Source: an optimization exercise on an open RTL-to-GDS flow (aim: small area). Production flows keep margins and buffers that such runs may drop.
Only simulation tests tie the RTL to the original design; equivalence was not proved.
Power is estimated from default activity; no workload was simulated.

==> yarrow: inputs <==
Design cpu, start of the top module:
module cpu (
  reset,
  RAMin,
  RAMout,
  RAMaddr,
  we,
  re,
  be,
  hlt,
  UART_intr,
  cont,
  brk,
  clk
);
Settings: LEC_CHECK=0, CAP_MARGIN=20, CORE_MARGIN=2, CORE_UTILIZATION=50, CTS_BUF_LIST=sky130_fd_sc_hd__clkbuf_8 sky130_fd_sc_hd__clkbuf_16, CTS_CLUSTER_DIAMETER=70, CTS_CLUSTER_SIZE=20, PLACE_DENSITY=0.6, SLEW_MARGIN=20, SYNTH_HIERARCHICAL=1, SYNTH_MEMORY_MAX_BITS=16384; clock period 28.0 ns.
run.sh (not shown) runs the stock make flow with config.mk's settings and CLKGATE_MAP_FILE= SYNTH_SCRIPT=/design/flow/synth_recipe.tcl, a recipe that flattens the netlist after the stock synthesis.
==> xenon (differences from yarrow) <==
--- a/flow/design.v
+++ b/flow/design.v
@@ -369,13 +369,13 @@
 reg [5:0] pw_idx;
 reg [15:0] pw_d;
 always @(negedge clk) begin
   pw_en <= wpte;
   pw_idx <= op0[5:0];
-  pw_d <= op1;
+  pw_d <= reset ? 16'd0 : op1;    
 end
-wire [15:0] pt_wd = reset ? 16'd0 : pw_d;
+wire [15:0] pt_wd = pw_d;
 generate
   for (g = 0; g < 64; g = g + 1) begin : ptrow
     always @(posedge clk)
       if (reset | (pw_en & (pw_idx == g)))
         ptf[g*16 +: 16] <= pt_wd;
- CTS_BUF_LIST: sky130_fd_sc_hd__clkbuf_8 sky130_fd_sc_hd__clkbuf_16 -> sky130_fd_sc_hd__clkbuf_8
- CTS_CLUSTER_DIAMETER: 70 -> 60
- CTS_CLUSTER_SIZE: 20 -> 14
==> lagoon (differences from yarrow) <==
--- a/flow/design.v
+++ b/flow/design.v
@@ -17,45 +17,50 @@
 wire f_mrg = (f == 3'd6);
 wire big   = |y[15:4];
 wire f_l   = (f == 3'd4) & ~big;
 wire f_r   = f_shr & ~big;
 wire [15:0] yb, p, sum;
-wire [16:0] c;       
 wire [15:0] k0, k1;  
-assign c[0] = sub;
+wire c4, cn8, cn12, cn16;
+wire [3:0] bsel = {cn12, cn8, c4, 1'b0};    
 genvar i;
 generate
   for (i = 0; i < 16; i = i + 1) begin : add
     c_xor2 ux (.a(y[i]), .b(sub), .y(yb[i]));
     c_xor2 up (.a(x[i]), .b(yb[i]), .y(p[i]));
     if (i < 4) begin : b0
-      wire cin = (i == 0) ? c[0] : k0[i-1];
+      wire cin = (i == 0) ? sub : k0[i-1];
       c_xor2 us (.a(p[i]), .b(cin), .y(sum[i]));
       c_maj3 uc (.a(x[i]), .b(yb[i]), .c(cin), .y(k0[i]));
       assign k1[i] = k0[i];
     end else if (i % 4 == 0) begin : bf
-      c_xor2 us (.a(p[i]), .b(c[i]), .y(sum[i]));
+      if (i == 4) begin : t
+        c_xor2 us (.a(p[i]), .b(bsel[i/4]), .y(sum[i]));
+      end else begin : n
+        c_xnor2 us (.a(p[i]), .b(bsel[i/4]), .y(sum[i]));
+      end
       c_and2 ua (.a(x[i]), .b(yb[i]), .y(k0[i]));
       c_or2  uo (.a(x[i]), .b(yb[i]), .y(k1[i]));
     end else begin : bn
-      wire s0, s1;
-      c_xor2 us0 (.a(p[i]), .b(k0[i-1]), .y(s0));
-      c_xor2 us1 (.a(p[i]), .b(k1[i-1]), .y(s1));
-      c_mux2 um (.a0(s0), .a1(s1), .s(c[i - i % 4]), .y(sum[i]));
+      wire s0n, s1n;
+      c_xnor2 us0 (.a(p[i]), .b(k0[i-1]), .y(s0n));
+      c_xnor2 us1 (.a(p[i]), .b(k1[i-1]), .y(s1n));
+      if (i < 8) begin : t
+        c_mux2i um (.a0(s0n), .a1(s1n), .s(bsel[i/4]), .y(sum[i]));
+      end else begin : n
+        c_mux2i um (.a0(s1n), .a1(s0n), .s(bsel[i/4]), .y(sum[i]));
+      end
       c_maj3 uc0 (.a(x[i]), .b(yb[i]), .c(k0[i-1]), .y(k0[i]));
       c_maj3 uc1 (.a(x[i]), .b(yb[i]), .c(k1[i-1]), .y(k1[i]));
     end
-    if (i % 4 == 3) begin : bc
-      if (i == 3) begin : c0
-        assign c[4] = k0[3];
-      end else begin : cs
-        c_mux2 uk (.a0(k0[i]), .a1(k1[i]), .s(c[i-3]), .y(c[i+1]));
-      end
-    end
   end
 endgenerate
-assign carry_out = f_add & (c[16] ^ sub);
+assign c4 = k0[3];
+c_mux2i uk8  (.a0(k0[7]),  .a1(k1[7]),  .s(c4),   .y(cn8));
+c_mux2i uk12 (.a0(k1[11]), .a1(k0[11]), .s(cn8),  .y(cn12));
+c_mux2i uk16 (.a0(k1[15]), .a1(k0[15]), .s(cn12), .y(cn16));
+assign carry_out = f_add & ~(cn16 ^ sub);
 assign ne = |p;
 assign lt = sum[15] ^ (~p[15] & (x[15] ^ sum[15]));
 wire [15:0] s0, s1, s2, s3, s4;
 wire na0 = ~y[0], na2 = ~y[2];
 generate
@@ -83,15 +88,20 @@
     end
   end
 endgenerate
 wire [15:0] sx  = {{8{x[7]}}, x[7:0]};
 wire [15:0] mrg = {x[6:0], y[8:0]};
+wire sxh = f_sx & x[7];
 generate
   for (i = 0; i < 16; i = i + 1) begin : res
     wire t1, t2, t3, t4;
     c_a222oi u1 (.a1(f_add), .a2(sum[i]), .b1(f_l), .b2(s4[i]), .c1(f_r), .c2(s4[15-i]), .y(t1));
-    c_a22oi  u2 (.a1(f_mrg), .a2(mrg[i]), .b1(f_sx), .b2(sx[i]), .y(t2));
+    if (i < 8) begin : lo
+      c_a22oi  u2 (.a1(f_mrg), .a2(mrg[i]), .b1(f_sx), .b2(sx[i]), .y(t2));
+    end else begin : hi
+      c_a21oi  u2 (.a1(f_mrg), .a2(mrg[i]), .b1(sxh), .y(t2));
+    end
     c_o21ai  u3 (.a1(x[i]), .a2(y[i]), .b1(f_or), .y(t3));
     c_nand3  u4 (.a(f_and), .b(x[i]), .c(y[i]), .y(t4));
     c_nand4  u5 (.a(t1), .b(t2), .c(t3), .d(t4), .y(out[i]));
   end
 endgenerate
@@ -101,10 +111,16 @@
   assign y = ~((a1 & a2) | (b1 & b2) | (c1 & c2));
 endmodule
 module c_a22oi (input a1, a2, b1, b2, output y);
   assign y = ~((a1 & a2) | (b1 & b2));
 endmodule
+module c_a21oi (input a1, a2, b1, output y);
+  assign y = ~((a1 & a2) | b1);
+endmodule
+module c_xnor2 (input a, b, output y);
+  assign y = ~(a ^ b);
+endmodule
 module c_o21ai (input a1, a2, b1, output y);
   assign y = ~((a1 | a2) & b1);
 endmodule
 module c_nand4 (input a, b, c, d, output y);
   assign y = ~(a & b & c & d);
@@ -369,13 +385,13 @@
 reg [5:0] pw_idx;
 reg [15:0] pw_d;
 always @(negedge clk) begin
   pw_en <= wpte;
   pw_idx <= op0[5:0];
-  pw_d <= op1;
+  pw_d <= reset ? 16'd0 : op1;    
 end
-wire [15:0] pt_wd = reset ? 16'd0 : pw_d;
+wire [15:0] pt_wd = pw_d;
 generate
   for (g = 0; g < 64; g = g + 1) begin : ptrow
     always @(posedge clk)
       if (reset | (pw_en & (pw_idx == g)))
         ptf[g*16 +: 16] <= pt_wd;
- CORE_UTILIZATION: 50 -> 60
- CTS_BUF_LIST: sky130_fd_sc_hd__clkbuf_8 sky130_fd_sc_hd__clkbuf_16 -> sky130_fd_sc_hd__clkbuf_8
- CTS_CLUSTER_DIAMETER: 70 -> 60
- CTS_CLUSTER_SIZE: 20 -> 14
- PLACE_DENSITY: 0.6 -> 0.7
==> comparison table <==
| quantity | xenon | lagoon | yarrow |
|---|---|---|---|
| Cell area after placement | 63570 um^2 | 62880 um^2 | 63750 um^2 |
| DPL Wire Length | 144400 um | 133100 um | 136800 um |
| Status | finished clean | finished clean | finished clean |
| Pin count of the biggest net entering global routing | 66 | 73 | 74 |
| Most used cell along the critical path | a222oi_1 | - | maj3_2 |
| Data arrival time at the worst-slack endpoint | 13040 ps | 20600 ps | 12810 ps |
| Critical path destination | sPC[14]$_DFFE_NP_ | RAMaddr[13] | sPC[9]$_DFFE_NP_ |
| Slowest stage delay, CP | 1050 ps | 940 ps | 730 ps |
| Net load switching power | 2116 uW | 2032 uW | 2088 uW |
| Routed met2 length | 98910 um | 84670 um | 94580 um |
| Sequential cell area share | 0.6096 | 0.6170 | 0.6021 |
| Worst relative slew slack | 0.2259 | 0.1619 | 0.1770 |
| Power in combinational cells | 1550 uW | 1490 uW | 1500 uW |
| Met1 layer wirelength in the final routing | 79700 um | 73590 um | 77500 um |
| Mapped Cells | 4098 | 4098 | 4133 |
| Area delta synth->final | 12.19% | 10.99% | 13.08% |
| Sw Share | 0.3721 | 0.3626 | 0.3574 |
| Worst-path cell with the longest stage delay | o221ai_2 | nor2_1 | nor2_1 |
| Total number of vias | 43460 | 43650 | 43320 |
| Reg clk slew, reported paths | 110 ps | 80 ps | 80 ps |
| Clock tree buffer count of the final layout | 126 | 119 | 99 |
| Combinational cell fraction of total power | 0.272 | 0.265 | 0.257 |
